Context: an optimization exercise on an open-source flow, tuned for small area and a short achievable clock period. The choices shown serve that exercise and are no tape-out recipe.
In this exercise RTL edits were held to simulation tests only and were not proved equivalent to the original.

Setup of build 87:
// fft
module fft(rst,s,x0,x1,x2,x3,x4,x5,x6,x7,real_out,img_out,clk);
export LEC_CHECK = 0
export ABC_AREA = 1
export CAP_MARGIN = 20
export CORE_MARGIN = 2
export CORE_UTILIZATION = 40
export SLEW_MARGIN = 20
create_clock -name core_clock -period 72.0 [get_ports {clk}]
standard.sh (not shown) runs the stock make flow with config.mk's settings and CLKGATE_MAP_FILE= SYNTH_SCRIPT=/design/flow/synth_recipe.tcl, a recipe that flattens the netlist after the stock synthesis.
==> flow/flow/run.sh <==
#!/bin/bash
# The standard layout (standard.sh) with these changes:
#  - synthesis: the standard flow's synthesis script (synth_recipe.tcl, unchanged) runs
#    with ABC's area mapper (flow/abc_amap.script) in place of ORFS's abc_area.script, and without Yosys's extract_fa, so ABC maps the adders too. Registers are mapped before either step, so they
#    are the standard synthesis's;
#  - the timing repair steps aim for a setup slack of SETUP_SLACK_MARGIN ns
#    (45 up to CTS, 47 after global routing); the SDC and clock period
#    are unchanged;
#  - every input and output port gets a buf_1 as its buffer.
# Tool output: standard.log here, and ORFS's logs under orfs/logs.
set -e
W=$PWD
cat > $W/synth_own.tcl <<EOT
proc extract_fa {args} { puts "extract_fa skipped" }
proc abc {args} {
  set i [lsearch -exact \$args -script]
  if {\$i >= 0 && "abc_amap.script" ne ""} { lset args [expr {\$i + 1}] $W/flow/abc_amap.script }
  yosys abc {*}\$args
}
source $W/synth_recipe.tcl
EOT
sed -e "s|SYNTH_SCRIPT=[^ ]*|SYNTH_SCRIPT=$W/synth_own.tcl|" standard.sh > standard_own.sh
export BUFFER_PORTS_ARGS="-buffer_cell sky130_fd_sc_hd__buf_1"
# repair up to CTS aims for SETUP_SLACK_MARGIN=45, the one after global
# routing (with its better parasitics) for 47
SETUP_SLACK_MARGIN=45 bash standard_own.sh cts > standard.log 2>&1
SETUP_SLACK_MARGIN=47 bash standard_own.sh > standard_finish.log 2>&1
==> flow/flow/abc_amap.script <==
strash
balance
rewrite
refactor
balance
rewrite
rewrite -z
balance
refactor -z
rewrite -z
balance
dch
amap
topo
stime -c
buffer -c
upsize -c
dnsize -c
Build 87: full flow OK, the timing, design-rule and antenna checks passed
[inputs] build 14 vs build 87
==> flow/flow/run.sh <==
#!/bin/bash
# The standard layout (standard.sh) with these changes:
#  - synthesis: the standard flow's synthesis script (synth_recipe.tcl, unchanged) runs
#    with ABC's area mapper (flow/abc_amap.script) in place of ORFS's abc_area.script, and without Yosys's extract_fa, so ABC maps the adders too. Registers are mapped before either step, so they
#    are the standard synthesis's;
#  - the timing repair steps (floorplan, CTS, global route) aim for a setup
#    slack of SETUP_SLACK_MARGIN ns; the SDC and clock period are unchanged;
#  - every input and output port gets a buf_1 as its buffer.
# Tool output: standard.log here, and ORFS's logs under orfs/logs.
set -e
W=$PWD
cat > $W/synth_own.tcl <<EOT
proc extract_fa {args} { puts "extract_fa skipped" }
proc abc {args} {
  set i [lsearch -exact \$args -script]
  if {\$i >= 0 && "abc_amap.script" ne ""} { lset args [expr {\$i + 1}] $W/flow/abc_amap.script }
  yosys abc {*}\$args
}
source $W/synth_recipe.tcl
EOT
sed -e "s|SYNTH_SCRIPT=[^ ]*|SYNTH_SCRIPT=$W/synth_own.tcl|" standard.sh > standard_own.sh
export SETUP_SLACK_MARGIN=47
export BUFFER_PORTS_ARGS="-buffer_cell sky130_fd_sc_hd__buf_1"
bash standard_own.sh > standard.log 2>&1
-- flow/flow/abc_amap.script --
<<< build 87, line 13
amap
topo
stime -c
buffer -c
upsize -c
dnsize -c
>>> build 14, line 13
amap
--- outcome ---
On multi-input combinational area share, build 14 tracks build 87 almost exactly. Build 14 against build 87; floorplan die area is down by a few percent. Looking at global-route wire length before repair across both flows, build 14 is the stronger of the two, with build 87 trailing.
### build 14 -> build 46
Settings: PLACE_DENSITY newly set to 0.75.
-- flow/flow/abc_amap.script --
<<< build 14, line 13
amap
>>> build 46, line 13
amap
topo
stime -c
buffer -c
upsize -c
dnsize -c
### Flow results
Looking at the reports, build 46 completed the entire flow and the layout it produced met the timing, design-rule and antenna checks. Compared with build 14, build 46 shows post-placement cell area that has gone up slightly. Build 46 packs its core more loosely than build 14. Sort build 46 and build 14 by global-route track usage on met1 asc -> top: build 46. Of the two values seen for launch point of the worst path, qcR[6] was produced by build 46 and x5[24] by build 14. Build 46 reports its start-to-end type of the worst setup path as reg2out while build 14 reports in2reg. Post-CTS setup buffer count: build 46 vs build 14 down 5. Lower number of buffers added by the clock tree synthesis step among build 46 and build 14: build 46. In the flow results for build 46 and build 14, the cell count after synthesis is larger on build 46. Diff build 14 -> build 46: critical path data required time dropped 14.91 ns. DRC violation count after routing came out exactly the same in build 46 and build 14. Build 46 reports its highest-delay cell along the critical path as or4_4 while build 14 reports o21ai_4.
What build 68 does differently from build 46 at the input level:
Settings: clearing PLACE_DENSITY, which used to be 0.75.
Findings:
The final layout from build 68, which completed every stage, passed the timing, design-rule and antenna checks at the end of the flow. For the portion of the layout cell area used by non-clock buffers, build 68 came in 0.53 points higher than build 46 did. Buffering stage count on the worst path with inverters included of build 68 is on par with build 46. Lower setup slack goes to build 46 over build 68. Diff build 46..build 68 | fraction of area in registers | negligible. Capturing instance or port of the critical path: real_out[30] -> build 46, qcI[6] -> build 68. Looking at timing startpoint of the critical path, the s[0] result is from build 68; the qcR[6] one comes from build 46. Period utilization ends up lower on build 68.
What build 17 does differently from build 68 at the input level:
-- flow/flow/run.sh --
<<< build 68, line 21
sed -e "s|SYNTH_SCRIPT=[^ ]*|SYNTH_SCRIPT=$W/synth_own.tcl|" standard.sh > standard_own.sh
export SETUP_SLACK_MARGIN=47
export BUFFER_PORTS_ARGS="-buffer_cell sky130_fd_sc_hd__buf_1"
>>> build 17, line 21
sed -e "s|SYNTH_SCRIPT=[^ ]*|SYNTH_SCRIPT=$W/synth_own.tcl|" standard.sh > standard_own.sh
export SETUP_SLACK_MARGIN=48
export BUFFER_PORTS_ARGS="-buffer_cell sky130_fd_sc_hd__buf_1"
==> results.txt <==
Between build 17 and build 68, first-pass GRT wire length is lower for build 68, build 17 comes in above that. Build 17 ended with more global-route met1 utilization than build 68. The core of build 17 is more densely filled than that of build 68. Lower routing usage on met3 goes to build 68 over build 17. Going from build 68 to build 17, wire length +about 3%, clock tree buffer count of the final layout ~0 delta.

---

v21:
Another version of the RTL of fft (not shown whole).
Size: about 11000 cells after synthesis, ~330 I/O pins.
==> flow/config.mk <==
export PLATFORM = sky130hd
export DESIGN_NAME = fft
export DESIGN_NICKNAME = fft
export VERILOG_FILES = /design/flow/design.v
export SDC_FILE = /design/flow/constraint.sdc
export NUM_CORES = 8
export LEC_CHECK = 0
export ABC_AREA = 1
export CAP_MARGIN = 20
export CORE_MARGIN = 2
export CORE_UTILIZATION = 40
export SLEW_MARGIN = 20
==> flow/constraint.sdc <==
create_clock -name core_clock -period 72.0 [get_ports {clk}]
set_input_delay 14.4000 -clock core_clock [delete_from_list [all_inputs] [get_ports {clk}]]
set_output_delay 14.4000 -clock core_clock [all_outputs]
set_load 0.01 [all_outputs]
==> flow/flow/run.sh <==
#!/bin/bash
export SETUP_SLACK_MARGIN=47
export BUFFER_PORTS_ARGS="-buffer_cell sky130_fd_sc_hd__buf_2"
bash standard.sh > standard.log 2>&1
The inputs of v36 differ from those of v21 as listed below.
# v21
export LEC_CHECK = 0
export ABC_AREA = 1
export CAP_MARGIN = 20
export CORE_MARGIN = 2
export CORE_UTILIZATION = 40
export SLEW_MARGIN = 20
create_clock -name core_clock -period 72.0 [get_ports {clk}]
# v36
export LEC_CHECK = 0
export ABC_AREA = 1
export CAP_MARGIN = 20
export CORE_MARGIN = 2
export CORE_UTILIZATION = 65
export PLACE_DENSITY = 0.8
export SLEW_MARGIN = 20
create_clock -name core_clock -period 72.0 [get_ports {clk}]
==> flow/flow/run.sh <==
#!/bin/bash
# The standard layout (standard.sh) with these changes:
#  - synthesis: the standard flow's synthesis script (synth_recipe.tcl, unchanged) runs
#    with ABC's area mapper (flow/abc_amap.script) in place of ORFS's abc_area.script, and without Yosys's extract_fa, so ABC maps the adders too. Registers are mapped before either step, so they
#    are the standard synthesis's;
#  - the timing repair steps (floorplan, CTS, global route) aim for a setup
#    slack of SETUP_SLACK_MARGIN ns; the SDC and clock period are unchanged;
#  - every input and output port gets a buf_2 as its buffer.
# Tool output: standard.log here, and ORFS's logs under orfs/logs.
set -e
W=$PWD
cat > $W/synth_own.tcl <<EOT
proc extract_fa {args} { puts "extract_fa skipped" }
proc abc {args} {
  set i [lsearch -exact \$args -script]
  if {\$i >= 0 && "abc_amap.script" ne ""} { lset args [expr {\$i + 1}] $W/flow/abc_amap.script }
  yosys abc {*}\$args
}
source $W/synth_recipe.tcl
EOT
sed -e "s|SYNTH_SCRIPT=[^ ]*|SYNTH_SCRIPT=$W/synth_own.tcl|" standard.sh > standard_own.sh
export SETUP_SLACK_MARGIN=45
export BUFFER_PORTS_ARGS="-buffer_cell sky130_fd_sc_hd__buf_2"
bash standard_own.sh > standard.log 2>&1
==> flow/flow/abc_amap.script (new file) <==
strash
balance
rewrite
refactor
balance
rewrite
rewrite -z
balance
refactor -z
rewrite -z
balance
dch
amap
topo
stime -c
buffer -c
upsize -c
dnsize -c
Notes after the runs:
v21 -> v36: count of unresolved DRC violations after routing delta 0, exact match
In v36, the simple-gate portion of the synthesized area came out 4.2 points below the value in v21.
Worst slew slack as a fraction of its limit is higher on v21
The destination of the critical timing path comes out real_out[30] in one run and img_out[29] in the other, namely in v21 and v36 respectively.
Setup slack of the critical path after layout: v36 and v21 compared, higher one is v21
Changes in v33 relative to v36:
# v36
export LEC_CHECK = 0
export ABC_AREA = 1
export CAP_MARGIN = 20
export CORE_MARGIN = 2
export CORE_UTILIZATION = 65
export PLACE_DENSITY = 0.8
export SLEW_MARGIN = 20
create_clock -name core_clock -period 72.0 [get_ports {clk}]
# v33
export LEC_CHECK = 0
export ABC_AREA = 1
export CAP_MARGIN = 20
export CORE_MARGIN = 2
export CORE_UTILIZATION = 40
export SLEW_MARGIN = 20
create_clock -name core_clock -period 72.0 [get_ports {clk}]
--- a/flow/flow/run.sh
+++ b/flow/flow/run.sh
@@ -22 +22 @@
-export SETUP_SLACK_MARGIN=45
+export SETUP_SLACK_MARGIN=44
--- a/flow/flow/abc_amap.script
+++ b/flow/flow/abc_amap.script
@@ -13 +13 @@
-amap
+amap -m -F 2 -A 8
--- outcome ---
- The final reports for v33 and v36 show total length of routed wires higher in the former.
- Going from v36 to v33, final critical path time including I/O delays and setup rose by 230 ps, detailed placement HPWL rose by about 9%, filler-free cell count of the finished design rose by 514.
- Compared with v36, in v33 first-pass GRT wire length has increased; data arrival time of the critical path picked up an extra 220 ps.
- Design area: v33 vs v36 down about 1.5%
- Looking only at post-place setup slack, and setting everything else aside, the higher value of v36 and v33 goes to v36.
Input-level comparison between v38 and v33:
==> flow/flow/run.sh <==
#!/bin/bash
export SETUP_SLACK_MARGIN=50
export BUFFER_PORTS_ARGS="-buffer_cell sky130_fd_sc_hd__buf_2"
bash standard.sh > standard.log 2>&1
removed: flow/flow/abc_amap.script
==> comparison <==
v33 → v38: full die area up 29%, clock-pin slew of the registers on the worst-case setup and hold paths now sits at about the same level, proportion of synthesized chip area in sequential cells lost 3.1 points. Compared with v33, v38 ends up with a larger final cell area.
--- input diff v38..v14 ---
==> flow/flow/run.sh <==
#!/bin/bash
# The standard layout (standard.sh) with these changes:
#  - synthesis: the standard flow's synthesis script (synth_recipe.tcl, unchanged) runs
#    with ABC's area mapper (flow/abc_amap.script) in place of ORFS's abc_area.script, and without Yosys's extract_fa, so ABC maps the adders too. Registers are mapped before either step, so they
#    are the standard synthesis's;
#  - the timing repair steps (floorplan, CTS, global route) aim for a setup
#    slack of SETUP_SLACK_MARGIN ns; the SDC and clock period are unchanged;
#  - every input and output port gets a buf_2 as its buffer.
# Tool output: standard.log here, and ORFS's logs under orfs/logs.
set -e
W=$PWD
cat > $W/synth_own.tcl <<EOT
proc extract_fa {args} { puts "extract_fa skipped" }
proc abc {args} {
  set i [lsearch -exact \$args -script]
  if {\$i >= 0 && "abc_amap.script" ne ""} { lset args [expr {\$i + 1}] $W/flow/abc_amap.script }
  yosys abc {*}\$args
}
source $W/synth_recipe.tcl
EOT
sed -e "s|SYNTH_SCRIPT=[^ ]*|SYNTH_SCRIPT=$W/synth_own.tcl|" standard.sh > standard_own.sh
export SETUP_SLACK_MARGIN=45
export BUFFER_PORTS_ARGS="-buffer_cell sky130_fd_sc_hd__buf_2"
bash standard_own.sh > standard.log 2>&1
==> flow/flow/abc_amap.script (new file) <==
strash
balance
rewrite
refactor
balance
rewrite
rewrite -z
balance
refactor -z
rewrite -z
balance
dch
amap
topo
stime -c
buffer -c
upsize -c
dnsize -c
Summary of v14 over v38: final routed DRC violation total stayed essentially flat, register share of the cell area rose by 3.9 points, mean instance size in the synthesized netlist fell by about 7%, wire length fell by 57000 um, count of clock-buffer cells in the layout fell by 1.9%. Setup slack: v14 less than v38.

[separate check: timing with driven ports]
Ports are ideal in the flow. The routed layouts listed here were re-timed in OpenROAD. Step 1 (the two cells are an assumption about what drives the block):
set clk [get_ports {clk}]
set_driving_cell -lib_cell sky130_fd_sc_hd__clkbuf_16 $clk
set_driving_cell -lib_cell sky130_fd_sc_hd__buf_2 [delete_from_list [all_inputs] $clk]
Step 2, shift: input delay + t, output delay - t, t = (earliest + latest rising clock arrival at the registers) / 2. This alone moves slack from input paths to output paths. a / b / c = ideal / step 1 / step 2; a / b = the first two.
run | t (ns) | setup slack, ns | latest minus earliest clock arrival (ns)
build 87 | 0.661 | 47.669 / 47.689 / 47.056 | 0.047 / 0.047
build 14 | 0.682 | 47.674 / 47.607 / 47.044 | 0.048 / 0.048
build 46 | 0.676 | 47.413 / 47.329 / 47.136 | 0.045 / 0.045
build 68 | 0.660 | 47.736 / 47.730 / 47.123 | 0.048 / 0.048
build 17 | 0.669 | 48.163 / 48.081 / 47.845 | 0.051 / 0.050
v21 | 0.667 | 47.696 / 47.631 / 47.209 | 0.056 / 0.056
v36 | 0.664 | 45.080 / 45.006 / 45.035 | 0.038 / 0.038
v33 | 0.652 | 44.855 / 44.787 / 44.998 | 0.037 / 0.036
v38 | 0.669 | 48.842 / 48.773 / 49.144 | 0.047 / 0.047
v14 | 0.664 | 45.732 / 45.658 / 45.378 | 0.045 / 0.046
After both steps setup and hold are still met in every run listed. For build 14, which loses most, drivers alone change the setup slack by -0.067 ns; drivers and shift together by -0.630 ns.
